This design comes from an exercise in tuning for small area on the open sky130 flow, not from production work. Where RTL was checked, it was by simulation tests only, not by an equivalence proof against the original. The RTL of runs 4 to 6 was laid out without a check of its function. No activity file was given, so power comes from the tool's default toggle rates.

==> flow/design.v <==
module PhysicalNeuronController_iLoop(
    clk, rst, kill,
    iADDR, W_DATA,
    SWU_EN, SWU_ADDR, SWU_DATA,
    Addr2SYNAPSE, Addr2SOMA, Addr2STDP,
    Data2SYNAPSE, Data2SOMA, Data2STDP,
    EN_SYNAPSE, EN_SOMA, EN_STDP,
    RC_SYNAPSE, RC_SOMA, RC_STDP,
    W_EN2Synapse, W_EN2SOMA, W_EN2STDP,
    o_ctrl, dbg_DATA1, dbg_DATA2
);
input clk, rst, kill;
input [15:0] iADDR;
input [31:0] W_DATA;
input SWU_EN;
input [15:0] SWU_ADDR;
input [7:0] SWU_DATA;
output [6:0] Addr2SYNAPSE, Addr2SOMA, Addr2STDP;
output [31:0] Data2SYNAPSE, Data2SOMA, Data2STDP;
output EN_SYNAPSE, EN_SOMA, EN_STDP;
output RC_SYNAPSE, RC_SOMA, RC_STDP;
output W_EN2Synapse, W_EN2SOMA, W_EN2STDP;
output [1:0] o_ctrl;
output [31:0] dbg_DATA1, dbg_DATA2;
wire [15:0] a_in = SWU_EN ? SWU_ADDR : iADDR;
wire [31:0] d_in = SWU_EN ? {24'b0, SWU_DATA} : W_DATA;
assign dbg_DATA1 = d_in;
reg [1:0] ctl;
always @(posedge clk) begin
    if (rst)
        ctl <= 2'b10;
    else if (a_in[15])
        ctl <= 2'b01;
    else if (a_in[14])
        ctl <= 2'b10;
    else if (|a_in[13:7])
        ctl <= 2'b11;
    else if (|a_in[6:0])
        ctl <= 2'b01;
    else
        ctl <= 2'b00;
end
assign o_ctrl = ctl;
reg [1:0] nst, st;
always @(posedge clk) begin
    st <= nst;
    if (kill)
        nst <= 2'b00;
    else
        case (st)
        2'b00: nst <= (ctl == 2'b11) ? 2'b01 : 2'b00;
        2'b01: nst <= (ctl == 2'b00) ? 2'b00 : (ctl == 2'b11) ? 2'b10 : 2'b01;
        2'b10: nst <= (ctl == 2'b00) ? 2'b01 : (ctl == 2'b11) ? 2'b11 : 2'b10;
        2'b11: nst <= (ctl == 2'b01 || ctl == 2'b10) ? 2'b11 : 2'b10;
        endcase
end
wire [42:0] w_word = {a_in[15:12], a_in[6:0],
                      (ctl == 2'b10) ? d_in[31:16] : 16'b0, d_in[15:0]};
wire [42:0] h_word = {a_in[15:12], a_in[14:8], 16'b0, d_in[31:16]};
reg [42:0] n0, n1, n2, s0, s1, s2, buf_out;
always @(posedge clk) begin
    s0 <= n0;
    s1 <= n1;
    s2 <= n2;
    n0 <= st[1] ? s1 : (st[0] ? w_word : h_word);
    n1 <= st[1] ? (st[0] ? s2 : w_word) : h_word;
    n2 <= st[0] ? w_word : h_word;
    if (kill)
        buf_out <= 43'b0;
    else if (st != 2'b00)
        buf_out <= s0;
    else if (ctl != 2'b00)
        buf_out <= w_word;
    else
        buf_out <= 43'b0;
end
wire [3:0] nib = buf_out[42:39];
reg f_a, f_b, f_c;
always @(posedge clk) begin
    f_a <= nib[3] & nib[1];
    f_b <= nib[3] & (~nib[1] | nib[0]);
    f_c <= nib[3] ? (nib[1:0] == 2'b00) : nib[2];
end
assign EN_SYNAPSE = ~f_a;
assign EN_SOMA = f_a & ~f_b;
assign EN_STDP = f_a & f_b;
assign RC_SYNAPSE = f_c;
assign RC_SOMA = 1'b0;
assign RC_STDP = 1'b0;
assign W_EN2Synapse = ~f_a & f_b;
assign W_EN2SOMA = EN_SOMA;
assign W_EN2STDP = EN_STDP;
wire [6:0] a_out = buf_out[38:32];
wire [31:0] d_out = buf_out[31:0];
assign Addr2SYNAPSE = EN_SYNAPSE ? a_out : 7'b0;
assign Addr2SOMA = EN_SOMA ? a_out : 7'b0;
assign Addr2STDP = EN_STDP ? a_out : 7'b0;
assign Data2SYNAPSE = EN_SYNAPSE ? d_out : 32'b0;
assign Data2SOMA = EN_SOMA ? d_out : 32'b0;
assign Data2STDP = EN_STDP ? d_out : 32'b0;
assign dbg_DATA2 = d_out;
endmodule
==> flow/flow/run.sh <==
#!/bin/bash
set -euo pipefail
export BUFFER_PORTS_ARGS="-buffer_cell sky130_fd_sc_hd__buf_1"
export CTS_ARGS="-sink_clustering_enable -repair_clock_nets -dont_use_dummy_load -buf_list {${CTS_BUFS:-sky130_fd_sc_hd__clkbuf_8}} -sink_clustering_size ${CTS_SIZE:-20} -sink_clustering_max_diameter ${CTS_DIAM:-60}"
bash standard.sh > standard.log 2>&1
==> flow/standard.sh <==
#!/bin/bash
# synth_recipe.tcl (not shown) runs the flow's synth.tcl, then flattens the netlist and writes it again
# the make line also repeats each setting of config.mk as NAME=value (left out here)
make -C /OpenROAD-flow-scripts/flow DESIGN_CONFIG=/design/flow/config.mk WORK_HOME=/design/flow/orfs CLKGATE_MAP_FILE= SYNTH_SCRIPT=/design/flow/synth_recipe.tcl "${@:-finish}"
==> flow/config.mk <==
export PLATFORM = sky130hd
export DESIGN_NAME = PhysicalNeuronController_iLoop
export DESIGN_NICKNAME = PhysicalNeuronController_iLoop
export VERILOG_FILES = /design/flow/design.v
export SDC_FILE = /design/flow/constraint.sdc
export NUM_CORES = 4
export LEC_CHECK = 0
export CAP_MARGIN = 20
export CORE_MARGIN = 2
export CORE_UTILIZATION = 40
export SLEW_MARGIN = 20
==> flow/constraint.sdc <==
create_clock -name core_clock -period 5.0 [get_ports {clk}]
set_input_delay 1.0000 -clock core_clock [delete_from_list [all_inputs] [get_ports {clk}]]
set_output_delay 1.0000 -clock core_clock [all_outputs]
set_load 0.01 [all_outputs]
==> notes.md, run 1 <==
Top FF cell, synth = dfxtp_1
Sum Neg Setup Slack = 0 ps
P per Cell Area = 377 nW/µm²
Core area = 25300 µm²
Max stage delay on crit path = 660 ps
DR pass1 iterations = 4
Synth Register Bits = 310
TritonCTS Sinks = 310
Synth Area in Compound Gates = 9.40%
Die X = 164 µm
Ys async rst share = 0%
Fill count = 2477
Vias in the first global route = 6597
Reg2Reg Setup Slack = 2420 ps
Final period util = 66.3%
Share of post-route cells with drive strength above 1 = 8.43%
Initial antenna violation count = 0
DR WL/cell = 16.8 µm
RR Endpoint = buf_out[31]
Synth warn = 1
Grt ovf = 0
Post-synthesis sequential area ratio = 60.3%
RSZ-0062 raised after global routing = false
Worst min path class = flip-flop to flip-flop
DP Worst Slack = 1580 ps
Initial drt markers = 327
Max Transition Viols Final = 0
Count leader, synth = dfxtp_1
Fin area = 11600 µm²
Dpl cell area = 11300 µm²
Worst VDD drop = 0.000168 V
Unique cell type count in the Yosys netlist = 34
Detail Placement HPWL = 17.6 mm
# H-tree levels = 1
Synthesis-to-layout area growth = 12.4%
Setup-failing EPs final = 0
CTS max path bufs = 3
Layout Nets = 1257
Startpoint Class = input pin
Num CTS Buffers = 23
Post-synth EDFFs = 0
Reg2Reg Launch Point = st[1]
RePlAce Congestion = 0.760
Largest net degree at the start of global routing = 81
Total power = 4.36 mW
CP max FO = 34
Cell accounting for the most synthesized area = dfxtp_1
Post-CTS setup buffer count = 0
Hold Fails Final Rpt = 0
CTS tree = done
XOR/XNOR Fraction of Synth Area = 0%
Register-to-Register Path Depth = 4
Die ar. = 27000 µm²
Worst path arrival time = 2320 ps
Die H = 164 µm
Tot GR Track Use = 18.1%
ANT nets after route = 0
Top post-synthesis cells by count = dfxtp_1 (310), nor2_1 (78), nor2b_1 (57)
Synth area leaders = dfxtp_1 (60%), mux2_2 (5.7%), a22oi_1 (3.8%)
Worst Hold Depth = 0
Later-pin clock latency in the skew report = 540 ps
Syn Inst Count = 978
Post-Synth Adder-Cell Area = 0.486%
Worst EP required = 4000 ps
Post-layout util = 45.8%
DR DRC count = 0
Std cell rows = 58
Crit end category = output port
Number of hold buffers added after cts = 0
Fmax = 301 MHz
Crit-path cells = clkbuf_2, nand2b_1, inv_1, buf_1
Ports = 268
Drt total wl = 25.3 mm
Vias per cell = 4.70
First-pass GRT wire length = 37.6 mm
Cell area after synthesis = 10300 µm²
Hold endpoint = s2[0]
Worst Skew = 45.2 ps
Yosys top cell area share = 60.3%
Worst hold start = n2[0]
Worst-Margin Slew = 899 ps
Worst relative slew slack = 40.0%
Main combinational cell family by area after synthesis = simple AND/OR/NAND/NOR gates
IO buf count = 265
Syn Area/Cell = 10.5 µm²
Reg clk slew, reported paths = 100 ps
Mux cell area share after synthesis = 7.05%
N_diodes = 0
Setup ws final = 1680 ps
Status = timing/DRC/antenna clean
Vias = 7069
Setup CP Type = input pin to output port
CTS root buf = clkbuf_8
Post-cts sizing count = 0
Leak = 4.77 nW
Initial core utilization = 40.7%
Max-Cap Viols = 0
Tmin final = 3320 ps
Simple-gate share of the synthesized area = 16.2%
Slowest cell on crit path = clkbuf_2
-- cells by family (layout without fill, tap and decap cells) --
family,count (synthesis),after routing
buf+inv,135,331
other cells,1,2
compound gates,146,146
fa+ha+maj,4,4
flops,310,310
mux,65,65
simple gates,317,317
-- placed cells by master (no fill, tap or decap), types with 11 or more instances in the layout --
cell type	synthesis	routed
nand2_1	50	50
buf_1	9	263
a21oi_1	27	27
o31ai_1	16	16
inv_1	32	32
and2_1	41	41
dfxtp_1	310	307
mux2_2	52	52
clkbuf_8	0	23
nor2b_1	57	57
nand2b_1	35	35
nor2_1	78	77
and3_1	39	39
o21ai_0	33	33
a22oi_1	52	52
mux2i_1	11	11
buf_4	37	11
-- report_power, final --
group          switching, mW  internal [mW]  leakage, nW
clock                  0.729          0.414        0.165
combinational          0.309          0.173         2.04
sequential            0.0783           2.66         2.56
total                   1.12           3.25         4.77
-- final cells by class --
| class | count | area, µm² | area share, % |
|---|---|---|---|
| flip-flops and latches | 310 | 6210 | 53.7 |
| multi-input cells | 534 | 3420 | 29.6 |
| repair buffers | 276 | 1080 | 9.33 |
| well taps | 330 | 413 | 3.57 |
| clock buffers | 23 | 317 | 2.74 |
| inverters | 32 | 120 | 1.04 |
-- flip-flops by register name (all words and copies together), names as in the netlist, 2 cells and up --
register and count:
buf_out 43, n0 43, n1 43, n2 43, s0 43, s1 43
s2 43, ctl 2, nst 2, st 2
-- metrics by stage --
step | hold slack (ps) | std cells
floorplan | 310 | 979
global placement | 310 | 1482
detailed placement | 312 | 1482
CTS | 287 | 1505
global route | 286 | 1505
finish | 285 | 1505
-- worst max path at each step --
| stage | from | endpoint | slack [ps] | cells after the start |
|---|---|---|---|---|
| final | SWU_EN | dbg_DATA1[19] | 1680 | 4 |
| after global routing | f_b | Data2SOMA[19] | 1520 | 5 |
| after CTS | f_b | Data2SOMA[16] | 1640 | 5 |
| after detailed placement | SWU_EN | ctl[0] | 1580 | 6 |
| after global placement | SWU_EN | ctl[0] | 1590 | 6 |
| after floorplan | SWU_EN | dbg_DATA1[0] | 2290 | 3 |
-- per-layer routing --
layer	vias to the layer above	wire (µm)	track usage, %
met4	0	292	3.32
met3	27	1230	2.61
met1	3287	12200	25.0
li1	3554	-	-
met2	201	11600	30.7
met5	-	0	0
-- worst max-delay path: cells and delay by family --
kind	cells	cell delay [ps]
buffers and inverters	3	930
AND/OR/NAND/NOR	1	360
==> run 2, diff against run 1 <==
==> flow/flow/run.sh (replaced) <==
#!/bin/bash
set -euo pipefail
export BUFFER_PORTS_ARGS="-buffer_cell sky130_fd_sc_hd__buf_1"
export CTS_ARGS="-sink_clustering_enable -repair_clock_nets -dont_use_dummy_load -buf_list {${CTS_BUFS:-sky130_fd_sc_hd__clkbuf_4}} -sink_clustering_size ${CTS_SIZE:-12} -sink_clustering_max_diameter ${CTS_DIAM:-40}"
bash standard.sh > standard.log 2>&1
==> run 2 against run 1 <==
First-iteration DRC count shrank 8.6%. Maximum frequency shrank 0.31%. Area after synthesis is the same. Register-to-register slack gained 20 ps. Clock skew grew 28 ps. Combinational power is essentially flat. Core utilization shrank 0.055 points. Still clean.
==> notes.md, run 2 <==
RSZ-0062 raised after global routing = false (unchanged)
Synth warn = 1 (unchanged)
Post-CTS setup buffer count = 0 (unchanged)
Top post-synthesis cells by count = dfxtp_1 (310), nor2_1 (78), nor2b_1 (57) (unchanged)
Count leader, synth = dfxtp_1 (unchanged)
Syn Area/Cell = 10.5 µm² (unchanged)
Max Transition Viols Final = 0 (unchanged)
Synth Register Bits = 310 (unchanged)
Post-synth EDFFs = 0 (unchanged)
DR pass1 iterations = 4 (unchanged)
Hold_ws = 242 ps (was 285 ps)
Unique cell type count in the Yosys netlist = 34 (unchanged)
CTS max path bufs = 3 (unchanged)
Tmin final = 3330 ps (was 3320 ps)
Sum Neg Setup Slack = 0 ps (unchanged)
Drt total wl = 25.4 mm (was 25.3 mm)
Setup-failing EPs final = 0 (unchanged)
Worst Skew = 73.4 ps (was 45.2 ps)
Worst Hold Depth = 0 (unchanged)
Fmax = 301 MHz (about the same)
Reg2Reg Launch Point = st[0] (was st[1])
Max-Cap Viols = 0 (unchanged)
Worst-Margin Slew = 901 ps (was 899 ps)
Startpoint Class = flip-flop (was input pin)
Num CTS Buffers = 40 (was 23)
Hold Fails Final Rpt = 0 (unchanged)
Vias in the first global route = 6768 (was 6597)
Setup CP Type = flip-flop to output port (was input pin to output port)
Synthesis-to-layout area growth = 12.3% (was 12.4%)
Vias per cell = 4.71 (was 4.70)
Status = timing/DRC/antenna clean (unchanged)
Sw power = 1.13 mW (was 1.12 mW)
Register-to-Register Path Depth = 4 (unchanged)
Post-cts sizing count = 0 (unchanged)
Syn Inst Count = 978 (unchanged)
# H-tree levels = 2 (was 1)
Switching Share = 26.1% (was 25.6%)
Largest net degree at the start of global routing = 81 (unchanged)
Vias = 7179 (was 7069)
RePlAce Congestion = 0.760 (unchanged)
Internal power = 3.20 mW (was 3.25 mW)
Worst VDD drop = 0.000196 V (was 0.000168 V)
Reg clk slew, reported paths = 120 ps (was 100 ps)
Crit-path cells = buf_4, nor2_2, buf_4, and2_1, buf_1 (was clkbuf_2, nand2b_1, inv_1, buf_1)
Combinational share of power = 11.1% (about the same)
Detail Placement HPWL = 17.6 mm (unchanged)
Max stage delay on crit path = 450 ps (was 660 ps)
Synth area leaders = dfxtp_1 (60%), mux2_2 (5.7%), a22oi_1 (3.8%) (unchanged)
Slowest cell on crit path = nor2_2 (was clkbuf_2)
Die H = 164 µm (unchanged)
Initial antenna violation count = 1 (was 0)
Commonest non-fill, non-tap cells in the layout = dfxtp_1 (307), buf_1 (263), nor2_1 (77), nor2b_1 (57) (unchanged)
ANT nets after route = 0 (unchanged)
Worst min path class = flip-flop to flip-flop (unchanged)
RR Endpoint = buf_out[31] (unchanged)
Tot GR Track Use = 18.5% (was 18.1%)
Cell accounting for the most synthesized area = dfxtp_1 (unchanged)
Share of post-route cells with drive strength above 1 = 9.73% (was 8.43%)
Clock power frac = 25.7% (was 26.2%)
Ys async rst share = 0% (unchanged)
Worst EP required = 4000 ps (about the same)
Worst relative slew slack = 39.9% (was 40.0%)
Top FF cell, synth = dfxtp_1 (unchanged)
Final period util = 66.6% (was 66.3%)
Leak = 4.78 nW (was 4.77 nW)
CP max FO = 42 (was 34)
Post-synthesis sequential area ratio = 60.3% (unchanged)
CTS root buf = clkbuf_4 (was clkbuf_8)
Ports = 268 (unchanged)
Reg2Reg Setup Slack = 2440 ps (was 2420 ps)
First-pass GRT wire length = 38.1 mm (was 37.6 mm)
CTS tree = done (unchanged)
Die X = 164 µm (unchanged)
Cell area after synthesis = 10300 µm² (unchanged)
Initial drt markers = 299 (was 327)
Critical Path Most Common Cell = buf_4
Worst path arrival time = 2330 ps (was 2320 ps)
DR DRC count = 0 (unchanged)
Crit end category = output port (unchanged)
Sequential Power Share = 63.2% (was 62.7%)
Std cell rows = 58 (unchanged)
Yosys top cell area share = 60.3% (unchanged)
Leading cell type in the layout, fill and taps excluded = dfxtp_1 (unchanged)
Number of hold buffers added after cts = 0 (unchanged)
DR WL/cell = 16.6 µm (was 16.8 µm)
Die ar. = 27000 µm² (unchanged)
Worst hold start = nst[0] (was n2[0])
Later-pin clock latency in the skew report = 650 ps (was 540 ps)
Core area = 25300 µm² (unchanged)
Hold endpoint = st[0] (was s2[0])
IO buf count = 265 (unchanged)
Initial core utilization = 40.7% (unchanged)
P per Cell Area = 375 nW/µm² (was 377 nW/µm²)
Grt ovf = 0 (unchanged)
Layout Nets = 1274 (was 1257)
TritonCTS Sinks = 310 (unchanged)
==> run 2: cell counts after synthesis <==
Identical to the previous run, type by type.
==> run 2: critical path, delay by kind of cell (launching register included) <==
kind                   cells  cell delay, ps
and+or+nand+nor            2             650
buffers and inverters      3             760
DFF                        1             300
==> run 2: kinds of logic after synthesis <==
group / after synthesis / synth area share, %
AO/OA/AOI/OAI: 146 / 9.40
adder cells (fa/ha/maj): 4 / 0.486
buffers and inverters: 135 / 6.46
flip-flops: 310 / 60.3
multiplexers: 65 / 7.05
other: 1 / 0.0364
AND/OR/NAND/NOR: 317 / 16.2
==> run 2: worst max-delay path by stage <==
stage          slack (ps)  cells after the start       endpoint   start
2_1_floorplan        2290                      3   dbg_DATA1[0]  SWU_EN
3_3_place_gp         1590                      6         ctl[0]  SWU_EN
3_5_place_dp         1580                      6         ctl[0]  SWU_EN
4_1_cts              1550                      5  Data2SOMA[16]     f_b
5_1_grt              1460                      5  Data2SOMA[19]     f_b
6_report             1670                      5  Data2SOMA[16]     f_b
==> run 2: power groups by stage <==
stage,sequential (mW),clock [mW],combinational [mW]
4_1_cts,2.74,1.17,0.493
2_1_floorplan,2.76,0,0.350
3_3_place_gp,2.79,0,0.488
3_5_place_dp,2.80,0,0.491
5_1_grt,2.76,1.27,0.543
6_report,2.74,1.11,0.481
==> run 2: metrics by stage <==
stage                     power, mW  worst slack (ps)  util (%)  area (µm²)  std cells
after global routing           4.58              1460      45.8       11600       1523
after CTS                      4.40              1550      45.7       11600       1522
after global placement         3.28              1590      44.6       11300       1482
after floorplan                3.11              2290         -       10300        979
after detailed placement       3.29              1580      44.6       11300       1482
final                          4.33              1670      45.8       11600       1523
==> run 2: final cells by class <==
cell class	count	area [µm²]
clock buffer	40	300
multi-input combinational	534	3420
inverter	32	120
tap	330	413
sequential	310	6210
timing repair buffer	276	1080
fill	2478	13700
antenna	1	2.50
==> run 2: per-layer routing <==
layer	up-vias	global-route usage, %	part of all wire, %
met4	0	5.22	1.7
met2	218	30.9	46
met3	42	3.16	5.1
li1	3605	-	-
met1	3314	24.8	47
met5	-	0	0
==> run 3, diff against run 2 <==
==> flow/run.sh (new file) <==
#!/bin/bash
# synth_recipe.tcl (not shown) runs the flow's synth.tcl, then flattens the netlist and writes it again
# the make line also repeats each setting of config.mk as NAME=value (left out here)
make -C /OpenROAD-flow-scripts/flow DESIGN_CONFIG=/design/flow/config.mk WORK_HOME=/design/flow/orfs CLKGATE_MAP_FILE= SYNTH_SCRIPT=/design/flow/synth_recipe.tcl finish
removed: flow/flow/run.sh
removed: flow/standard.sh
==> run 3 against run 2 <==
Critical path depth down 1. Sequential cell count unchanged. Synthesized cell count unchanged. Core utilization up 9.1 points. Hold slack better by 78 ps. Still clean on timing, DRC and antenna. Clock-buffer cell count up 6. Sequential power about the same. Highest routed layer unchanged.
==> notes.md, run 3 <==
Std cell rows = 58 (unchanged)
Drt total wl = 26.2 mm (was 25.4 mm)
Critical path's top delay family = buffers and inverters (unchanged)
Worst path arrival time = 2610 ps (was 2330 ps)
Leak = 5.70 nW (was 4.78 nW)
Reg2Reg Setup Slack = 2210 ps (was 2440 ps)
Sw power = 1.28 mW (was 1.13 mW)
RR Endpoint = buf_out[33] (was buf_out[31])
Max stage delay on crit path = 590 ps (was 450 ps)
Reg2Reg Launch Point = st[1] (was st[0])
Clock power frac = 39.5% (was 25.7%)
Ys async rst share = 0% (unchanged)
Post-layout util = 54.8% (was 45.8%)
Sum Neg Setup Slack = 0 ps (unchanged)
Tmin final = 3610 ps (was 3330 ps)
Fmax = 277 MHz (was 301 MHz)
Internal power = 4.23 mW (was 3.20 mW)
Vias in the first global route = 6777 (was 6768)
Synth area leaders = dfxtp_1 (60%), mux2_2 (5.7%), a22oi_1 (3.8%) (unchanged)
DR WL/cell = 17.1 µm (was 16.6 µm)
Top FF cell, synth = dfxtp_1 (unchanged)
Post-synth EDFFs = 0 (unchanged)
Worst path depth = 4 (was 5)
CTS root buf = clkbuf_16 (was clkbuf_4)
Uppermost layer routed = met4 (unchanged)
Cell area after synthesis = 10300 µm² (unchanged)
TritonCTS Sinks = 310 (unchanged)
Setup-failing EPs final = 0 (unchanged)
Hold Fails Final Rpt = 0 (unchanged)
Max Transition Viols Final = 0 (unchanged)
RePlAce Congestion = 0.731 (was 0.760)
Worst EP required = 4000 ps (about the same)
Slowest cell on crit path = buf_2 (was nor2_2)
Syn Inst Count = 978 (unchanged)
N_diodes = 0 (was 1)
DR pass1 iterations = 4 (unchanged)
Tot GR Track Use = 18.6% (was 18.5%)
# H-tree levels = 1 (was 2)
Later-pin clock latency in the skew report = 540 ps (was 650 ps)
Total length of routed met2 wires = 12.4 mm (was 11.8 mm)
IO buf count = 265 (unchanged)
Worst min path class = flip-flop to flip-flop (unchanged)
Crit-path cells = buf_2, nand2b_1, inv_1, clkdlybuf4s50_1 (was buf_4, nor2_2, buf_4, and2_1, buf_1)
Worst VDD drop = 0.000260 V (was 0.000196 V)
Dpl cell area = 12900 µm² (was 11300 µm²)
Startpoint Class = input pin (was flip-flop)
Worst-Margin Slew = 991 ps (was 901 ps)
DR DRC count = 0 (unchanged)
Post-cts sizing count = 0 (unchanged)
RSZ-0062 raised after global routing = false (unchanged)
Met1 wire length = 11.9 mm (about the same)
Unique cell type count in the Yosys netlist = 34 (unchanged)
Cell accounting for the most synthesized area = dfxtp_1 (unchanged)
Initial core utilization = 40.7% (unchanged)
Synth Register Bits = 310 (unchanged)
CP max FO = 34 (was 42)
Worst Skew = 13.8 ps (was 73.4 ps)
Met3 WL = 1.60 mm (was 1.29 mm)
Ports = 268 (unchanged)
Initial antenna violation count = 0 (was 1)
Sequential Power Share = 49.9% (was 63.2%)
CTS max path bufs = 3 (unchanged)
Crit end category = output port (unchanged)
Layout Nets = 1263 (was 1274)
ANT nets after route = 0 (unchanged)
Die ar. = 27000 µm² (unchanged)
Cells after DPL = 1481 (was 1482)
Detail Placement HPWL = 18.0 mm (was 17.6 mm)
Setup CP Type = input pin to output port (was flip-flop to output port)
Switching Share = 23.3% (was 26.1%)
Worst path buffer plus inverter count = 3 (unchanged)
P per Cell Area = 398 nW/µm² (was 375 nW/µm²)
Status = timing/DRC/antenna clean (unchanged)
Register-to-Register Path Depth = 6 (was 4)
Reg clk slew, reported paths = 60 ps (was 120 ps)
Vias per cell = 4.70 (was 4.71)
Crit. Startpoint = SWU_EN (was f_b)
First-pass GRT wire length = 38.9 mm (was 38.1 mm)
Setup crit end = dbg_DATA1[20] (was Data2SOMA[16])
Max-Cap Viols = 0 (unchanged)
Worst relative slew slack = 34.0% (was 39.9%)
Count leader, synth = dfxtp_1 (unchanged)
Die H = 164 µm (unchanged)
Commonest non-fill, non-tap cells in the layout = dfxtp_1 (307), clkdlybuf4s50_1 (263), nor2_1 (77), nor2b_1 (57) (was dfxtp_1 (307), buf_1 (263), nor2_1 (77), nor2b_1 (57))
Die X = 164 µm (unchanged)
Top post-synthesis cells by count = dfxtp_1 (310), nor2_1 (78), nor2b_1 (57) (unchanged)
Syn Area/Cell = 10.5 µm² (unchanged)
Number of hold buffers added after cts = 0 (unchanged)
Synthesis-to-layout area growth = 34.6% (was 12.3%)
Share of post-route cells with drive strength above 1 = 9.82% (was 9.73%)
Combinational share of power = 10.7% (was 11.1%)
Yosys top cell area share = 60.3% (unchanged)
Largest net degree at the start of global routing = 86 (was 81)
Post-synthesis sequential area ratio = 60.3% (unchanged)
Vias = 7195 (was 7179)
Grt ovf = 0 (unchanged)
Non-filler instance count after layout = 1532 (was 1523)
Num CTS Buffers = 30 (was 40)
Core area = 25300 µm² (unchanged)
Initial drt markers = 282 (was 299)
Fin area = 13800 µm² (was 11600 µm²)
Synth warn = 1 (unchanged)
Leading cell type in the layout, fill and taps excluded = dfxtp_1 (unchanged)
Final period util = 72.2% (was 66.6%)
Post-CTS setup buffer count = 0 (unchanged)
CTS tree = done (unchanged)
## run 3: cell types whose count changed in the layout (fill, tap and decap cells not counted), sizes merged
cell,change
clkdlybuf4s50,+263
buf,-262
clkbuf,+4
clkinv,+3
bufinv,+1
clkinvlp,+1
diode,-1
## run 3: metrics by stage
stage	power, mW	setup slack (ps)	hold WS (ps)
final	5.51	1390	320
after global routing	5.74	1250	328
after CTS	5.57	1350	323
after global placement	3.40	1380	310
after floorplan	3.11	2290	310
after detailed placement	3.40	1350	312
## run 3: layout make-up
type | instances | area [µm²]
fill | 2249 | 11400
sequential | 310 | 6210
multi-input combinational | 534 | 3420
timing repair buffer | 275 | 2720
clock buffer | 46 | 902
tap | 330 | 413
inverter | 32 | 120
clock inverter | 5 | 52.6
## run 3: power groups by stage
stage / clock network, mW / logic [mW] / registers, mW
5_1_grt: 2.33 / 0.639 / 2.77
6_report: 2.18 / 0.588 / 2.75
2_1_floorplan: 0 / 0.350 / 2.76
3_3_place_gp: 0 / 0.597 / 2.80
4_1_cts: 2.22 / 0.599 / 2.75
3_5_place_dp: 0 / 0.596 / 2.80
## run 3: routing by layer
layer / vias to the layer above / track usage [%]
li1: 3598 / -
met1: 3351 / 24.9
met2: 220 / 31.8
met3: 26 / 2.74
met4: 0 / 4.03
met5: - / 0
## run 3: kinds of logic after synthesis
kind of cell               after synthesis  share of synthesized area (%)
and+or+nand+nor                        317                           16.2
muxes                                   65                           7.05
other                                    1                         0.0364
AOI/OAI and AO/OA                      146                           9.40
DFF                                    310                           60.3
buffers and inverters                  135                           6.46
adders and majority gates                4                          0.486
## run 3: how the worst min path moves through the flow
stage	startpoint	slack, ps	cells after the start	endpoint
finish	n2[6]	320	0	s2[6]
global route	n1[33]	330	0	s1[33]
CTS	n2[6]	320	0	s2[6]
detailed placement	n0[15]	310	0	s0[15]
global placement	n2[37]	310	0	s2[37]
floorplan	n0[0]	310	0	s0[0]
==> run 4, diff against run 3 <==
--- a/flow/design.v
+++ b/flow/design.v
@@ -54,10 +54,12 @@
         2'b11: nst <= (ctl == 2'b01 || ctl == 2'b10) ? 2'b11 : 2'b10;
         endcase
 end
-wire [42:0] w_word = {a_in[15:12], a_in[6:0],
+wire [3:0] t = a_in[15:12];
+wire [2:0] k = {t[3] & t[1], t[3] & (~t[1] | t[0]), t[3] ? (t[1:0] == 2'b00) : t[2]};
+wire [41:0] w_word = {k, a_in[6:0],
                       (ctl == 2'b10) ? d_in[31:16] : 16'b0, d_in[15:0]};
-wire [42:0] h_word = {a_in[15:12], a_in[14:8], 16'b0, d_in[31:16]};
-reg [42:0] n0, n1, n2, s0, s1, s2, buf_out;
+wire [41:0] h_word = {k, a_in[14:8], 16'b0, d_in[31:16]};
+reg [41:0] n0, n1, n2, s0, s1, s2, buf_out;
 always @(posedge clk) begin
     s0 <= n0;
     s1 <= n1;
@@ -66,21 +68,18 @@
     n1 <= st[1] ? (st[0] ? s2 : w_word) : h_word;
     n2 <= st[0] ? w_word : h_word;
     if (kill)
-        buf_out <= 43'b0;
+        buf_out <= 42'b0;
     else if (st != 2'b00)
         buf_out <= s0;
     else if (ctl != 2'b00)
         buf_out <= w_word;
     else
-        buf_out <= 43'b0;
+        buf_out <= 42'b0;
 end
-wire [3:0] nib = buf_out[42:39];
-reg f_a, f_b, f_c;
-always @(posedge clk) begin
-    f_a <= nib[3] & nib[1];
-    f_b <= nib[3] & (~nib[1] | nib[0]);
-    f_c <= nib[3] ? (nib[1:0] == 2'b00) : nib[2];
-end
+reg [2:0] f;
+always @(posedge clk)
+    f <= buf_out[41:39];
+wire f_a = f[2], f_b = f[1], f_c = f[0];
 assign EN_SYNAPSE = ~f_a;
 assign EN_SOMA = f_a & ~f_b;
 assign EN_STDP = f_a & f_b;
==> flow/flow/run.sh (new file) <==
#!/bin/bash
set -euo pipefail
export BUFFER_PORTS_ARGS="-buffer_cell sky130_fd_sc_hd__buf_1"
export CTS_ARGS="-sink_clustering_enable -repair_clock_nets -dont_use_dummy_load -buf_list {${CTS_BUFS:-sky130_fd_sc_hd__clkbuf_8}} -sink_clustering_size ${CTS_SIZE:-16} -sink_clustering_max_diameter ${CTS_DIAM:-50}"
bash standard.sh > standard.log 2>&1
==> flow/standard.sh (new file) <==
#!/bin/bash
# synth_recipe.tcl (not shown) runs the flow's synth.tcl, then flattens the netlist and writes it again
# the make line also repeats each setting of config.mk as NAME=value (left out here)
make -C /OpenROAD-flow-scripts/flow DESIGN_CONFIG=/design/flow/config.mk WORK_HOME=/design/flow/orfs CLKGATE_MAP_FILE= SYNTH_SCRIPT=/design/flow/synth_recipe.tcl "${@:-finish}"
--- a/flow/config.mk
+++ b/flow/config.mk
@@ -7,5 +7,5 @@
 export LEC_CHECK = 0
 export CAP_MARGIN = 20
 export CORE_MARGIN = 2
-export CORE_UTILIZATION = 40
+export CORE_UTILIZATION = 60
 export SLEW_MARGIN = 20
removed: flow/run.sh
==> run 4 against run 3 <==
Total power shrank 22%. Hold slack lost 16 ps. Sequential power shrank 3%. First-iteration DRC count rose by 52%. Clock-buffer cell count is 22 lower. Routed wire length is 10% lower. Sequential share of layout area rose by 9.0 points. Register-to-register slack improved by 440 ps. Maximum frequency grew 12%. Synthesized cell count grew 0.82%. Area after synthesis decreased by 0.35%. Critical path type unchanged. Largest cell class unchanged.
==> notes.md, run 4 <==
Status = timing/DRC/antenna clean (unchanged)
Cell area after synthesis = 10300 µm² (about the same)
Final period util = 64.3% (was 72.2%)
CTS tree = done (unchanged)
Synth area leaders = dfxtp_1 (59%), mux2_2 (5.4%), buf_4 (3.9%) (was dfxtp_1 (60%), mux2_2 (5.7%), a22oi_1 (3.8%))
Reg2Reg Setup Slack = 2650 ps (was 2210 ps)
Sw power = 1.08 mW (was 1.28 mW)
RSZ-0062 raised after global routing = false (unchanged)
Synth warn = 1 (unchanged)
Sum Neg Setup Slack = 0 ps (unchanged)
Synth Register Bits = 303 (was 310)
DR WL/cell = 17.0 µm (was 17.1 µm)
P per Cell Area = 380 nW/µm² (was 398 nW/µm²)
Simple-gate share of the synthesized area = 16.5% (was 16.2%)
CTS max path bufs = 3 (unchanged)
TritonCTS Sinks = 303 (was 310)
CTS root buf = clkbuf_8 (was clkbuf_16)
Die X = 135 µm (was 164 µm)
Drt total wl = 23.5 mm (was 26.2 mm)
Detail Placement HPWL = 16.1 mm (was 18.0 mm)
Die ar. = 18100 µm² (was 27000 µm²)
Crit. Startpoint = SWU_EN (unchanged)
RR Endpoint = buf_out[37] (was buf_out[33])
Yosys top cell area share = 59.2% (was 60.3%)
Vias = 7116 (was 7195)
Main combinational cell family by area after synthesis = simple AND/OR/NAND/NOR gates (unchanged)
Setup crit end = dbg_DATA1[4] (was dbg_DATA1[20])
Crit end category = output port (unchanged)
Setup-failing EPs final = 0 (unchanged)
Std cell rows = 47 (was 58)
Later-pin clock latency in the skew report = 550 ps (was 540 ps)
Top FF cell, synth = dfxtp_1 (unchanged)
Syn Area/Cell = 10.4 µm² (was 10.5 µm²)
Synth Area in Compound Gates = 9.37% (was 9.40%)
Leak = 4.68 nW (was 5.70 nW)
Grt ovf = 0 (unchanged)
Post-cts sizing count = 0 (unchanged)
Top post-synthesis cells by count = dfxtp_1 (303), nor2_1 (74), nor2b_1 (57) (was dfxtp_1 (310), nor2_1 (78), nor2b_1 (57))
N_diodes = 0 (unchanged)
Leading cell type in the layout, fill and taps excluded = dfxtp_1 (unchanged)
Register-to-Register Path Depth = 5 (was 6)
Worst min path class = flip-flop to flip-flop (unchanged)
Vias in the first global route = 6456 (was 6777)
Mux cell area share after synthesis = 6.85% (was 7.05%)
Sequential Power Share = 62.2% (was 49.9%)
Startpoint Class = input pin (unchanged)
Max-Cap Viols = 0 (unchanged)
Die H = 135 µm (was 164 µm)
Worst VDD drop = 0.000283 V (was 0.000260 V)
Fmax = 311 MHz (was 277 MHz)
Tmin final = 3210 ps (was 3610 ps)
DR DRC count = 0 (unchanged)
Worst relative slew slack = 23.9% (was 34.0%)
Num CTS Buffers = 24 (was 30)
Worst hold start = n0[29] (was n2[6])
Layout Nets = 1248 (was 1263)
Post-synth EDFFs = 0 (unchanged)
First-pass GRT wire length = 35.7 mm (was 38.9 mm)
Commonest non-fill, non-tap cells in the layout = dfxtp_1 (300), buf_1 (263), nor2_1 (73), nor2b_1 (57), nand2_1 (54) (was dfxtp_1 (307), clkdlybuf4s50_1 (263), nor2_1 (77), nor2b_1 (57))
ANT nets after route = 0 (unchanged)
Max Transition Viols Final = 0 (unchanged)
Switching Share = 25.3% (was 23.3%)
Post-CTS setup buffer count = 0 (unchanged)
Worst path arrival time = 2210 ps (was 2610 ps)
Fin area = 11300 µm² (was 13800 µm²)
Worst EP required = 4000 ps (about the same)
IO buf count = 265 (unchanged)
Post-synthesis sequential area ratio = 59.2% (was 60.3%)
# H-tree levels = 1 (unchanged)
Dpl cell area = 10900 µm² (was 12900 µm²)
Cell accounting for the most synthesized area = dfxtp_1 (unchanged)
Worst-Margin Slew = 1140 ps (was 991 ps)
CP max FO = 33 (was 34)
Initial core utilization = 61.6% (was 40.7%)
Setup CP Type = input pin to output port (unchanged)
Core area = 16600 µm² (was 25300 µm²)
Count leader, synth = dfxtp_1 (unchanged)
Hold Fails Final Rpt = 0 (unchanged)
XOR/XNOR Fraction of Synth Area = 0% (unchanged)
Post-Synth Adder-Cell Area = 0.488% (was 0.486%)
Clock power frac = 26.3% (was 39.5%)
Initial antenna violation count = 1 (was 0)
Ys async rst share = 0% (unchanged)
Reg clk slew, reported paths = 100 ps (was 60 ps)
DR pass1 iterations = 5 (was 4)
Syn Inst Count = 986 (was 978)
Share of post-route cells with drive strength above 1 = 8.15% (was 9.82%)
Combinational share of power = 11.6% (was 10.7%)
Vias per cell = 5.13 (was 4.70)
Ports = 268 (unchanged)
Reg2Reg Launch Point = ctl[0] (was st[1])
Largest net degree at the start of global routing = 104 (was 86)
Worst Skew = 49.6 ps (was 13.8 ps)
Synthesis-to-layout area growth = 9.95% (was 34.6%)
Unique cell type count in the Yosys netlist = 35 (was 34)
RePlAce Congestion = 0.771 (was 0.731)
Initial drt markers = 429 (was 282)
Internal power = 3.20 mW (was 4.23 mW)
Tot GR Track Use = 25.1% (was 18.6%)
Number of hold buffers added after cts = 0 (unchanged)
-- run 4: power by group through the flow --
stage	logic (mW)	clock network [mW]	registers [mW]
final	0.495	1.13	2.66
after global routing	0.546	1.24	2.68
after CTS	0.498	1.16	2.67
after detailed placement	0.496	0	2.72
after global placement	0.495	0	2.72
after floorplan	0.364	0	2.69
-- run 4: worst max-delay path: stages --
cell and delay (ps):
clkbuf_2 570, mux2_2 450, buf_1 160
-- run 4: kinds of logic (layout without fill, tap and decap cells) --
family | count (synthesis) | in the layout
simple gates | 321 | 321
flops | 303 | 303
buf+inv | 148 | 327
compound gates | 146 | 146
mux | 63 | 63
fa+ha+maj | 4 | 4
other cells | 1 | 2
-- run 4: layer usage --
metal	vias to the layer above	routed length, µm	track usage (%)
li1	3522	-	-
met1	3336	10800	35.0
met2	234	11100	42.1
met3	24	1270	3.34
met4	0	370	5.56
met5	-	0	0
-- run 4: through the flow --
stage	hold WS, ps	setup WS (ps)	std cells	power, mW	util (%)
2_1_floorplan	310	2260	987	3.06	-
3_3_place_gp	310	1740	1362	3.21	65.7
3_5_place_dp	312	1700	1362	3.22	65.7
4_1_cts	311	1780	1386	4.32	67.7
5_1_grt	305	1690	1386	4.47	67.7
6_report	304	1790	1386	4.29	67.7
-- run 4: final cells by class --
cell class,count,area (µm²)
inverter,29,109
clock buffer,24,330
tap,220,275
fill,1365,5370
sequential,303,6070
timing repair buffer,274,1060
multi-input combinational,536,3420
-- run 4: worst min-delay path by stage --
stage | to | slack [ps] | cells past startpoint
6_report | s0[29] | 300 | 0
5_1_grt | s0[29] | 300 | 0
4_1_cts | s1[16] | 310 | 0
3_5_place_dp | s0[13] | 310 | 0
3_3_place_gp | st[1] | 310 | 0
2_1_floorplan | f[0] | 310 | 0
==> run 5, diff against run 4 <==
==> flow/flow/run.sh (replaced) <==
#!/bin/bash
set -euo pipefail
export BUFFER_PORTS_ARGS="-buffer_cell sky130_fd_sc_hd__buf_1"
export CTS_ARGS="-sink_clustering_enable -repair_clock_nets -dont_use_dummy_load -buf_list {${CTS_BUFS:-sky130_fd_sc_hd__clkbuf_4}} -sink_clustering_size ${CTS_SIZE:-10} -sink_clustering_max_diameter ${CTS_DIAM:-35}"
bash standard.sh > standard.log 2>&1
==> run 5 against run 4 <==
Still clean. Sequential share of layout area increased by 0.14 points. Clock skew decreased by 1.8 ps. Non-clock buffer count unchanged. Register-to-register slack improved by 60 ps. First-iteration DRC count decreased by 14%. Clock-buffer cell count increased by 16. Total power decreased by 1.2%. Sequential power about the same. Cell area decreased by 0.27%. Clock power decreased by 5%. Critical path type unchanged. Critical endpoint unchanged. Largest cell class unchanged. Largest power group unchanged.
==> notes.md, run 5 <==
Status = timing/DRC/antenna clean (unchanged)
Cell accounting for the most synthesized area = dfxtp_1 (unchanged)
DR DRC count = 0 (unchanged)
Startpoint Class = input pin (unchanged)
Ys async rst share = 0% (unchanged)
Vias in the first global route = 6545 (was 6456)
Combinational share of power = 11.7% (was 11.6%)
Post-CTS setup buffer count = 0 (unchanged)
Initial antenna violation count = 1 (unchanged)
TritonCTS Sinks = 303 (unchanged)
Worst relative slew slack = 23.9% (about the same)
Internal power = 3.14 mW (was 3.20 mW)
Setup-failing EPs final = 0 (unchanged)
Unique cell type count in the Yosys netlist = 35 (unchanged)
Main combinational cell family by area after synthesis = simple AND/OR/NAND/NOR gates (unchanged)
Syn Area/Cell = 10.4 µm² (unchanged)
Grt ovf = 0 (unchanged)
Synth Area in Compound Gates = 9.37% (unchanged)
Fin area = 11200 µm² (was 11300 µm²)
Mux cell area share after synthesis = 6.85% (unchanged)
N_diodes = 0 (unchanged)
RSZ-0062 raised after global routing = false (unchanged)
IO buf count = 265 (unchanged)
Tot GR Track Use = 25.7% (was 25.1%)
Leading cell type in the layout, fill and taps excluded = dfxtp_1 (unchanged)
Post-cts sizing count = 0 (unchanged)
Largest net degree at the start of global routing = 104 (unchanged)
Hold endpoint = s2[22] (was s0[29])
Worst path arrival time = 2200 ps (was 2210 ps)
Syn Inst Count = 986 (unchanged)
Reg2Reg Launch Point = st[1] (was ctl[0])
Post-layout util = 67.6% (was 67.7%)
Number of hold buffers added after cts = 0 (unchanged)
Register-to-Register Path Depth = 3 (was 5)
First-pass GRT wire length = 36.1 mm (was 35.7 mm)
Reg2Reg Setup Slack = 2710 ps (was 2650 ps)
Worst Hold Depth = 0 (unchanged)
Later-pin clock latency in the skew report = 620 ps (was 550 ps)
Sum Neg Setup Slack = 0 ps (unchanged)
CP max FO = 33 (unchanged)
Non-filler instance count after layout = 1402 (was 1386)
Fmax = 312 MHz (was 311 MHz)
Worst-Margin Slew = 1140 ps (about the same)
Worst hold start = n2[22] (was n0[29])
Layout Nets = 1264 (was 1248)
Post-synth EDFFs = 0 (unchanged)
Dpl cell area = 10900 µm² (unchanged)
Final period util = 64.0% (was 64.3%)
Core area = 16600 µm² (unchanged)
Crit end category = output port (unchanged)
Initial drt markers = 368 (was 429)
Sequential Power Share = 62.9% (was 62.2%)
Worst min path class = flip-flop to flip-flop (unchanged)
Die X = 135 µm (unchanged)
CTS tree = done (unchanged)
Commonest non-fill, non-tap cells in the layout = dfxtp_1 (300), buf_1 (263), nor2_1 (73), nor2b_1 (57), nand2_1 (54) (unchanged)
Switching Share = 25.8% (was 25.3%)
Setup CP Type = input pin to output port (unchanged)
Hold_ws = 297 ps (was 304 ps)
# H-tree levels = 2 (was 1)
Drt total wl = 23.7 mm (was 23.5 mm)
Vias per cell = 5.14 (was 5.13)
Initial core utilization = 61.6% (unchanged)
Max Transition Viols Final = 0 (unchanged)
CTS root buf = clkbuf_4 (was clkbuf_8)
Synthesis-to-layout area growth = 9.65% (was 9.95%)
Yosys top cell area share = 59.2% (unchanged)
Synth warn = 1 (unchanged)
Reg clk slew, reported paths = 100 ps (about the same)
Post-Synth Adder-Cell Area = 0.488% (unchanged)
CTS max path bufs = 3 (unchanged)
Top post-synthesis cells by count = dfxtp_1 (303), nor2_1 (74), nor2b_1 (57) (unchanged)
Cells after DPL = 1362 (unchanged)
Tmin final = 3200 ps (was 3210 ps)
Worst VDD drop = 0.000263 V (was 0.000283 V)
Std cell rows = 47 (unchanged)
Count leader, synth = dfxtp_1 (unchanged)
Die ar. = 18100 µm² (unchanged)
RePlAce Congestion = 0.771 (unchanged)
P per Cell Area = 377 nW/µm² (was 380 nW/µm²)
ANT nets after route = 0 (unchanged)
Cell area after synthesis = 10300 µm² (unchanged)
Synth area leaders = dfxtp_1 (59%), mux2_2 (5.4%), buf_4 (3.9%) (unchanged)
Sw power = 1.09 mW (was 1.08 mW)
Worst Skew = 47.8 ps (was 49.6 ps)
DR WL/cell = 16.9 µm (was 17.0 µm)
Max-Cap Viols = 0 (unchanged)
Detail Placement HPWL = 16.1 mm (unchanged)
Worst EP required = 4000 ps (about the same)
Clock power frac = 25.4% (was 26.3%)
Leak = 4.69 nW (was 4.68 nW)
Share of post-route cells with drive strength above 1 = 9.39% (was 8.15%)
Simple-gate share of the synthesized area = 16.5% (unchanged)
Post-synthesis sequential area ratio = 59.2% (unchanged)
Die H = 135 µm (unchanged)
DR pass1 iterations = 5 (unchanged)
XOR/XNOR Fraction of Synth Area = 0% (unchanged)
Vias = 7210 (was 7116)
Hold Fails Final Rpt = 0 (unchanged)
RR Endpoint = n1[39] (was buf_out[37])
Top FF cell, synth = dfxtp_1 (unchanged)
Num CTS Buffers = 40 (was 24)
Synth Register Bits = 303 (unchanged)
Ports = 268 (unchanged)
run 5: kinds of logic after synthesis:
kind of cell               after synthesis
adders and majority gates                4
DFF                                    303
AOI/OAI and AO/OA                      146
other                                    1
and+or+nand+nor                        321
buffers and inverters                  148
muxes                                   63
run 5: metrics by stage:
step	power, mW	setup WS [ps]
floorplan	3.06	2260
global placement	3.21	1740
detailed placement	3.22	1700
CTS	4.28	1780
global route	4.44	1640
finish	4.24	1800
run 5: routing by layer:
layer  share of wire (%)  routed length (µm)  track usage [%]
met4                 1.9                 444             6.96
met3                 5.7                1350             5.03
met1                  45               10800             35.1
met2                  47               11100             41.9
met5                   0                   0                0
run 5: how the worst max path moves through the flow:
stage / to / slack (ps) / startpoint
after floorplan: dbg_DATA1[23] / 2260 / SWU_EN
after global placement: ctl[0] / 1740 / SWU_EN
after detailed placement: ctl[0] / 1700 / SWU_EN
after CTS: dbg_DATA1[4] / 1780 / SWU_EN
after global routing: Data2SOMA[14] / 1640 / f[1]
final: dbg_DATA1[4] / 1800 / SWU_EN
run 5: layout make-up:
| cell class | count | area [µm²] |
|---|---|---|
| clock buffer | 40 | 300 |
| timing repair buffer | 274 | 1060 |
| multi-input combinational | 536 | 3420 |
| tap | 220 | 275 |
| fill | 1361 | 5400 |
| inverter | 29 | 109 |
| sequential | 303 | 6070 |
run 5: worst max-delay path: stages:
cell and delay [ps]:
clkbuf_2 560, mux2_2 450, buf_1 160
run 5: power groups by stage:
stage	registers, mW	logic (mW)	clock network [mW]
after global placement	2.72	0.495	0
after global routing	2.68	0.546	1.21
after detailed placement	2.72	0.496	0
after CTS	2.67	0.498	1.11
final	2.67	0.496	1.07
after floorplan	2.69	0.364	0
==> run 6, diff against run 5 <==
--- a/flow/design.v
+++ b/flow/design.v
@@ -59,23 +59,26 @@
 wire [41:0] w_word = {k, a_in[6:0],
                       (ctl == 2'b10) ? d_in[31:16] : 16'b0, d_in[15:0]};
 wire [41:0] h_word = {k, a_in[14:8], 16'b0, d_in[31:16]};
-reg [41:0] n0, n1, n2, s0, s1, s2, buf_out;
+parameter [41:0] P0 = 42'h0, P1 = {42{1'b1}}, P2 = {42{1'b1}}, PB = {42{1'b1}};
+reg [41:0] n0, n1, n2, s0, s1, s2, buf_q;
+wire [41:0] v0 = s0 ^ P0, v1 = s1 ^ P1, v2 = s2 ^ P2;
 always @(posedge clk) begin
     s0 <= n0;
     s1 <= n1;
     s2 <= n2;
-    n0 <= st[1] ? s1 : (st[0] ? w_word : h_word);
-    n1 <= st[1] ? (st[0] ? s2 : w_word) : h_word;
-    n2 <= st[0] ? w_word : h_word;
+    n0 <= P0 ^ (st[1] ? v1 : (st[0] ? w_word : h_word));
+    n1 <= P1 ^ (st[1] ? (st[0] ? v2 : w_word) : h_word);
+    n2 <= P2 ^ (st[0] ? w_word : h_word);
     if (kill)
-        buf_out <= 42'b0;
+        buf_q <= PB;
     else if (st != 2'b00)
-        buf_out <= s0;
+        buf_q <= PB ^ v0;
     else if (ctl != 2'b00)
-        buf_out <= w_word;
+        buf_q <= PB ^ w_word;
     else
-        buf_out <= 42'b0;
+        buf_q <= PB;
 end
+wire [41:0] buf_out = buf_q ^ PB;
 reg [2:0] f;
 always @(posedge clk)
     f <= buf_out[41:39];
==> flow/flow/run.sh (replaced) <==
#!/bin/bash
set -euo pipefail
F=$(cd "$(dirname "${BASH_SOURCE[0]}")" && pwd)
export MY_ABC_SCRIPT=$F/abc_area.script
export BUFFER_PORTS_ARGS="-buffer_cell sky130_fd_sc_hd__buf_1"
export CTS_ARGS="-sink_clustering_enable -repair_clock_nets -dont_use_dummy_load -buf_list {sky130_fd_sc_hd__clkbuf_4} -sink_clustering_size 10 -sink_clustering_max_diameter 35"
bash standard.sh SYNTH_SCRIPT=$F/synth.tcl finish > standard.log 2>&1
==> flow/flow/abc_area.script (new file) <==
strash
dch -f
amap
topo
==> flow/flow/synth.tcl (new file) <==
proc synth {args} { yosys synth -nofsm -noshare {*}$args }
proc abc {args} {
  set i [lsearch $args -script]
  if {$i >= 0 && [info exists ::env(MY_ABC_SCRIPT)] && $::env(MY_ABC_SCRIPT) ne ""} {
    lset args [expr {$i + 1}] $::env(MY_ABC_SCRIPT)
  }
  yosys abc {*}$args
}
source $::env(SCRIPTS_DIR)/synth.tcl
# left out here: clear keep_hierarchy, flatten, clean up, hide names made inside functions, write 1_2_yosys.v
--- a/flow/config.mk
+++ b/flow/config.mk
@@ -5,6 +5,7 @@
 export SDC_FILE = /design/flow/constraint.sdc
 export NUM_CORES = 4
 export LEC_CHECK = 0
+export ABC_AREA = 1
 export CAP_MARGIN = 20
 export CORE_MARGIN = 2
 export CORE_UTILIZATION = 60
==> run 6 against run 5 <==
Still clean on timing, DRC and antenna. First-iteration DRC count increased by 43%. Worst setup slack got worse by 520 ps. Clock power about the same. Sequential power increased by 3%. Sequential cell count unchanged. Critical path depth increased by 3. Non-clock buffer count increased by 5. Critical endpoint is now Data2STDP[20]. Largest power group unchanged.
==> notes.md, run 6 <==
Drt total wl = 22.7 mm (was 23.7 mm)
Share of post-route cells with drive strength above 1 = 5.45% (was 9.39%)
Synth warn = 1 (unchanged)
Core area = 14600 µm² (was 16600 µm²)
Register-to-Register Path Depth = 5 (was 3)
RSZ-0062 raised after global routing = false (unchanged)
DR DRC count = 0 (unchanged)
RePlAce Congestion = 0.786 (was 0.771)
Synth area leaders = dfxtp_1 (67%), nor2_1 (7.0%), o22ai_1 (6.0%) (was dfxtp_1 (59%), mux2_2 (5.4%), buf_4 (3.9%))
P per Cell Area = 418 nW/µm² (was 377 nW/µm²)
Setup-failing EPs final = 0 (unchanged)
Post-CTS setup buffer count = 0 (unchanged)
CTS max path bufs = 3 (unchanged)
Die X = 127 µm (was 135 µm)
Reg2Reg Setup Slack = 2240 ps (was 2710 ps)
Worst-Margin Slew = 1130 ps (was 1140 ps)
Synthesis-to-layout area growth = 15.3% (was 9.65%)
Worst Skew = 67.9 ps (was 47.8 ps)
TritonCTS Sinks = 303 (unchanged)
ANT nets after route = 0 (unchanged)
Startpoint Class = flip-flop (was input pin)
CTS root buf = clkbuf_4 (unchanged)
Post-cts sizing count = 0 (unchanged)
Initial drt markers = 528 (was 368)
Number of hold buffers added after cts = 0 (unchanged)
Die ar. = 16100 µm² (was 18100 µm²)
Detail Placement HPWL = 13.2 mm (was 16.1 mm)
Post-synth EDFFs = 0 (unchanged)
Ys async rst share = 0% (unchanged)
Tmin final = 3730 ps (was 3200 ps)
Worst min path class = flip-flop to flip-flop (unchanged)
Tot GR Track Use = 27.5% (was 25.7%)
Vias per cell = 5.49 (was 5.14)
Syn Area/Cell = 10.6 µm² (was 10.4 µm²)
RR Endpoint = n1[40] (was n1[39])
Later-pin clock latency in the skew report = 630 ps (was 620 ps)
Final period util = 74.5% (was 64.0%)
Clock power frac = 24.7% (was 25.4%)
IO buf count = 265 (unchanged)
Synth Register Bits = 303 (unchanged)
First-pass GRT wire length = 35.1 mm (was 36.1 mm)
Worst EP required = 4000 ps (about the same)
Sw power = 1.17 mW (was 1.09 mW)
Worst Hold Depth = 0 (unchanged)
Cell area after synthesis = 9050 µm² (was 10300 µm²)
Leading cell type in the layout, fill and taps excluded = dfxtp_1 (unchanged)
Reg clk slew, reported paths = 100 ps (about the same)
DR pass1 iterations = 5 (unchanged)
Layout Nets = 1220 (was 1264)
Die H = 127 µm (was 135 µm)
Count leader, synth = dfxtp_1 (unchanged)
DR WL/cell = 17.1 µm (was 16.9 µm)
# H-tree levels = 2 (unchanged)
Initial core utilization = 61.8% (was 61.6%)
Std cell rows = 44 (was 47)
Top post-synthesis cells by count = dfxtp_1 (303), nor2_1 (169), o22ai_1 (87) (was dfxtp_1 (303), nor2_1 (74), nor2b_1 (57))
Worst path arrival time = 2730 ps (was 2200 ps)
Switching Share = 26.8% (was 25.8%)
Sequential Power Share = 63.3% (was 62.9%)
Cell accounting for the most synthesized area = dfxtp_1 (unchanged)
Max-Cap Viols = 0 (unchanged)
Vias in the first global route = 6754 (was 6545)
CP max FO = 41 (was 33)
Crit end category = output port (unchanged)
Top FF cell, synth = dfxtp_1 (unchanged)
Worst VDD drop = 0.000287 V (was 0.000263 V)
Initial antenna violation count = 1 (unchanged)
Sum Neg Setup Slack = 0 ps (unchanged)
CTS tree = done (unchanged)
Hold Fails Final Rpt = 0 (unchanged)
Combinational share of power = 12.0% (was 11.7%)
Yosys top cell area share = 67.0% (was 59.2%)
Status = timing/DRC/antenna clean (unchanged)
Hold endpoint = s0[35] (was s2[22])
Unique cell type count in the Yosys netlist = 24 (was 35)
Leak = 3.90 nW (was 4.69 nW)
Total power = 4.36 mW (was 4.24 mW)
Grt ovf = 0 (unchanged)
Ports = 268 (unchanged)
Setup CP Type = flip-flop to output port (was input pin to output port)
Max Transition Viols Final = 0 (unchanged)
Syn Inst Count = 854 (was 986)
Vias = 7267 (was 7210)
Internal power = 3.19 mW (was 3.14 mW)
Num CTS Buffers = 40 (unchanged)
Commonest non-fill, non-tap cells in the layout = dfxtp_1 (300), buf_1 (264), nor2_1 (167), o22ai_1 (87), clkinv_1 (69) (was dfxtp_1 (300), buf_1 (263), nor2_1 (73), nor2b_1 (57), nand2_1 (54))
Worst relative slew slack = 24.4% (was 23.9%)
Largest net degree at the start of global routing = 67 (was 104)
Reg2Reg Launch Point = st[0] (was st[1])
Worst hold start = n0[35] (was n2[22])
Post-synthesis sequential area ratio = 67.0% (was 59.2%)
Fmax = 268 MHz (was 312 MHz)
-- run 6: cell types whose count changed in the layout (fill, tap and decap cells not counted), sizes merged, moves of 42 or more --
cell	before	now
o221ai	0	60
mux2	51	0
nor2	75	169
a22oi	50	1
o22ai	0	87
clkinv	0	69
and2	42	0
-- run 6: metal layers --
layer  wire length, µm  global-route usage, %  part of all wire (%)
met5                 0                      0                     0
met4               301                   8.21                   1.3
met3              1500                   4.56                   6.6
met2             10900                   46.5                    48
met1              9960                   36.8                    44
-- run 6: how the worst max path moves through the flow --
| stage | start | depth (start not counted) | slack, ps | to |
|---|---|---|---|---|
| floorplan | st[1] | 4 | 200 | n1[40] |
| global placement | SWU_EN | 6 | 1660 | dbg_DATA1[6] |
| detailed placement | SWU_EN | 6 | 1550 | dbg_DATA1[6] |
| CTS | f[2] | 6 | 1220 | Data2SOMA[10] |
| global route | f[2] | 6 | 1060 | Data2SOMA[21] |
| finish | f[2] | 6 | 1270 | Data2STDP[20] |
-- run 6: area by class of cell --
type | instances | area [µm²]
clock buffers | 40 | 300
inverters | 70 | 263
repair buffers | 279 | 1100
fillers | 1167 | 4210
flip-flops and latches | 303 | 6070
multi-input cells | 446 | 2460
well taps | 184 | 230
diodes | 2 | 5.00
-- run 6: logic make-up (layout without fill, tap and decap cells) --
family / after synthesis / count (layout) / share of synthesized area, %
flops: 303 / 303 / 67.0
buf+inv: 106 / 389 / 5.89
fa+ha+maj: 4 / 4 / 0.553
compound gates: 183 / 183 / 15.0
simple gates: 257 / 257 / 11.5
other cells: 1 / 4 / 0.0414
-- run 6: critical path: stages (launching register included) --
cell and delay (ps):
dfxtp_2 930, clkinv_1 250, nor2_1 230, clkinv_1 90, buf_4 280, nor2_1 150
buf_1 160
-- run 6: metrics by stage --
step	instance area, µm²	hold slack [ps]	cells	utilization [%]	setup slack [ps]
detailed placement	10100	312	1282	69.2	1550
floorplan	9050	310	855	-	199
CTS	10400	297	1322	71.2	1220
finish	10400	295	1324	71.2	1270
global placement	10100	310	1282	69.2	1660
global route	10400	300	1323	71.2	1060
-- run 6: power by group through the flow --
stage               Clock, mW  Combinational, mW  Sequential, mW
floorplan                   0              0.344            2.79
global placement            0              0.514            2.81
detailed placement          0              0.519            2.82
CTS                      1.11              0.521            2.76
global route             1.21              0.573            2.79
finish                   1.08              0.521            2.76
==> run 7, diff against run 6 <==
--- a/flow/design.v
+++ b/flow/design.v
@@ -59,7 +59,7 @@
 wire [41:0] w_word = {k, a_in[6:0],
                       (ctl == 2'b10) ? d_in[31:16] : 16'b0, d_in[15:0]};
 wire [41:0] h_word = {k, a_in[14:8], 16'b0, d_in[31:16]};
-parameter [41:0] P0 = 42'h0, P1 = {42{1'b1}}, P2 = {42{1'b1}}, PB = {42{1'b1}};
+parameter [41:0] P0 = {42{1'b1}}, P1 = 42'h0, P2 = 42'h0, PB = 42'h0;
 reg [41:0] n0, n1, n2, s0, s1, s2, buf_q;
 wire [41:0] v0 = s0 ^ P0, v1 = s1 ^ P1, v2 = s2 ^ P2;
 always @(posedge clk) begin
==> run 7 against run 6 <==
Still clean. Critical endpoint is now Data2SOMA[16]. Critical path depth unchanged. Non-clock buffer count decreased by 2. Total power decreased by 2.7%. Clock-buffer cell count shrank 3.
==> notes.md, run 7 <==
Status = timing/DRC/antenna clean (unchanged)
Setup CP Type = flip-flop to output port (unchanged)
Reg clk slew, reported paths = 100 ps (about the same)
Slowest cell on crit path = clkinv_1 (was dfxtp_2)
Leading cell type in the layout, fill and taps excluded = dfxtp_1 (unchanged)
Layout Nets = 1252 (was 1220)
Commonest non-fill, non-tap cells in the layout = dfxtp_1 (301), buf_1 (264), nor2_1 (185), clkinv_1 (90), o22ai_1 (86) (was dfxtp_1 (300), buf_1 (264), nor2_1 (167), o22ai_1 (87), clkinv_1 (69))
Reg2Reg Setup Slack = 2130 ps (was 2240 ps)
Startpoint Class = flip-flop (unchanged)
Vias = 7136 (was 7267)
Std cell rows = 45 (was 44)
Tmin final = 3670 ps (was 3730 ps)
RePlAce Congestion = 0.753 (was 0.786)
Final period util = 73.4% (was 74.5%)
Die ar. = 16300 µm² (was 16100 µm²)
Synthesis-to-layout area growth = 13.4% (was 15.3%)
Hold Fails Final Rpt = 0 (unchanged)
Max-Cap Viols = 0 (unchanged)
Crit-path cells = clkinv_1, nor2_1, clkinv_1, buf_4, nor2_1, buf_1 (unchanged)
CTS tree = done (unchanged)
Worst min path class = flip-flop to flip-flop (unchanged)
Syn Inst Count = 907 (was 854)
IO buf count = 265 (unchanged)
Worst relative slew slack = 30.2% (was 24.4%)
Register-to-Register Path Depth = 5 (unchanged)
Register area = 6070 µm² (about the same)
First-pass GRT wire length = 33.7 mm (was 35.1 mm)
Synth area leaders = dfxtp_1 (66%), nor2_1 (7.7%), o22ai_1 (5.9%) (was dfxtp_1 (67%), nor2_1 (7.0%), o22ai_1 (6.0%))
Synth warn = 1 (unchanged)
Share of post-route cells with drive strength above 1 = 4.87% (was 5.45%)
DR DRC count = 0 (unchanged)
Largest net degree at the start of global routing = 48 (was 67)
RR Endpoint = n1[40] (unchanged)
Total power = 4.24 mW (was 4.36 mW)
Cells after DPL = 1321 (was 1282)
Setup crit end = Data2SOMA[16] (was Data2STDP[20])
Unique cell type count in the Yosys netlist = 21 (was 24)
RSZ-0062 raised after global routing = false (unchanged)
ANT nets after route = 0 (unchanged)
Syn Area/Cell = 10.1 µm² (was 10.6 µm²)
Die X = 128 µm (was 127 µm)
Number of hold buffers added after cts = 0 (unchanged)
Top FF cell, synth = dfxtp_1 (unchanged)
Worst EP required = 4000 ps (about the same)
Non-filler instance count after layout = 1359 (was 1324)
Core area = 15100 µm² (was 14600 µm²)
Reg2Reg Launch Point = st[1] (was st[0])
Vias in the first global route = 6459 (was 6754)
# H-tree levels = 2 (unchanged)
Sum Neg Setup Slack = 0 ps (unchanged)
Detail Placement HPWL = 13.4 mm (was 13.2 mm)
Vias per cell = 5.25 (was 5.49)
Worst Skew = 41.6 ps (was 67.9 ps)
Post-layout util = 69.0% (was 71.2%)
CP max FO = 22 (was 41)
Fmax = 273 MHz (was 268 MHz)
Yosys top cell area share = 66.1% (was 67.0%)
Drt total wl = 22.0 mm (was 22.7 mm)
Crit. Startpoint = f[2] (unchanged)
Cell accounting for the most synthesized area = dfxtp_1 (unchanged)
Worst VDD drop = 0.000274 V (was 0.000287 V)
Setup-failing EPs final = 0 (unchanged)
Ys async rst share = 0% (unchanged)
Hold_ws = 304 ps (was 295 ps)
Cell area after synthesis = 9170 µm² (was 9050 µm²)
CTS root buf = clkbuf_4 (unchanged)
Max stage delay on crit path = 600 ps (was 930 ps)
P per Cell Area = 408 nW/µm² (was 418 nW/µm²)
Crit end category = output port (unchanged)
Worst-Margin Slew = 1050 ps (was 1130 ps)
Leak = 3.91 nW (was 3.90 nW)
Worst path arrival time = 2670 ps (was 2730 ps)
Post-cts sizing count = 0 (unchanged)
DR WL/cell = 16.2 µm (was 17.1 µm)
Initial drt markers = 444 (was 528)
Post-synthesis sequential area ratio = 66.1% (was 67.0%)
Later-pin clock latency in the skew report = 620 ps (was 630 ps)
Post-synth EDFFs = 0 (unchanged)
Synth Register Bits = 303 (unchanged)
Initial antenna violation count = 1 (unchanged)
TritonCTS Sinks = 303 (unchanged)
Max Transition Viols Final = 0 (unchanged)
Ports = 268 (unchanged)
Tot GR Track Use = 26.5% (was 27.5%)
Fill count = 1266 (was 1167)
Multi-input gate area = 2390 µm² (was 2460 µm²)
Grt ovf = 0 (unchanged)
CTS max path bufs = 3 (unchanged)
Initial core utilization = 60.8% (was 61.8%)
Die H = 128 µm (was 127 µm)
Top post-synthesis cells by count = dfxtp_1 (303), nor2_1 (187), clkinv_1 (92) (was dfxtp_1 (303), nor2_1 (169), o22ai_1 (87))
Post-CTS setup buffer count = 0 (unchanged)
Count leader, synth = dfxtp_1 (unchanged)
DR pass1 iterations = 4 (was 5)
Num CTS Buffers = 37 (was 40)
run 7: cell count changes in the layout (fill, tap and decap cells not counted), sizes merged, moves of 2 or more:
cell	delta
nand2	+29
clkinv	+21
nor2	+18
a22oi	+2
o221ai	-41
a21oi	+5
clkbuf	-3
nand3	-16
o22a	+21
a22o	-2
o21ai	+14
buf	-2
nor2b	-16
run 7: layer usage:
metal | wire length, µm | share of wire, % | track usage [%] | vias up
li1 | - | - | - | 3535
met1 | 9940 | 45 | 36.1 | 3290
met2 | 10300 | 47 | 43.9 | 287
met3 | 1410 | 6.4 | 4.36 | 24
met4 | 314 | 1.4 | 7.89 | 0
met5 | 0 | 0 | 0 | -
run 7: critical path, delay by kind of cell (launching register included):
family / cells / cell delay [ps]
AND/OR/NAND/NOR: 2 / 390
buffers and inverters: 4 / 1340
flip-flops: 1 / 330
run 7: kinds of logic after synthesis:
| group | synth area share, % |
|---|---|
| adders and majority gates | 0.546 |
| other | 0.0409 |
| and+or+nand+nor | 11.3 |
| AOI/OAI and AO/OA | 14.0 |
| DFF | 66.1 |
| buffers and inverters | 8.02 |
run 7: power breakdown:
part	switching [mW]	leakage [nW]	total [mW]	internal, mW
sequential	0.0721	2.50	2.71	2.63
clock	0.686	0.170	1.03	0.344
combinational	0.338	1.23	0.506	0.168
run 7: final cells by class:
type	count	share of cell area [%]
flip-flops and latches	303	58.3
multi-input cells	461	23.0
repair buffers	277	10.4
inverters	92	3.32
clock buffers	37	2.67
well taps	188	2.26
diodes	1	0.0240
run 7: worst min-delay path by stage:
| stage | slack (ps) | from | endpoint | cells after the start |
|---|---|---|---|---|
| global route | 310 | n0[23] | s0[23] | 0 |
| CTS | 310 | n1[32] | s1[32] | 0 |
| detailed placement | 310 | n0[12] | s0[12] | 0 |
| global placement | 310 | n2[12] | s2[12] | 0 |
| floorplan | 310 | buf_q[39] | f[0] | 0 |
| finish | 300 | n2[39] | s2[39] | 0 |
run 7: per-stage QoR:
step                      worst slack [ps]  area [µm²]
after floorplan                       84.5        9180
after global placement                1590       10100
after detailed placement              1560       10100
after CTS                             1300       10400
after global routing                  1240       10400
final                                 1330       10400

## re-timing with driven ports
The flow's constraints put no driver on any port. The routed layouts listed below were extracted and timed again, unchanged, in two steps. Step 1 sets driving cells, clkbuf_16 on the clock port and buf_2 on the other inputs (assumed; they add their load-dependent delay and slew). Step 2 times the ports against the registers' clock, not the clock port: input delays grow and output delays shrink by t, the midpoint of the rising clock arrivals with the driver on. a / b / c = ideal / step 1 / step 2; a / b = the first two.
run | t (ns) | setup slack, ns | slew at the worst register clock pin (ns) | cell pins on the clock port's net
run 1 | 0.562 | 1.683 / 1.662 / 1.617 | 0.12 / 0.12 | 1
run 2 | 0.652 | 1.672 / 1.635 / 1.646 | 0.12 / 0.12 | 1
run 3 | 0.577 | 1.389 / 1.361 / 1.364 | 0.07 / 0.07 | 1
run 4 | 0.566 | 1.786 / 1.765 / 1.744 | 0.10 / 0.10 | 1
run 5 | 0.639 | 1.798 / 1.777 / 1.725 | 0.11 / 0.11 | 1
run 6 | 0.631 | 1.274 / 1.234 / 1.526 | 0.10 / 0.10 | 1
run 7 | 0.635 | 1.331 / 1.290 / 1.519 | 0.10 / 0.10 | 1
After both steps every run listed still meets setup and hold. The setup slack of run 5, which loses most, moves by -0.021 ns with the drivers and by -0.073 ns with both steps.
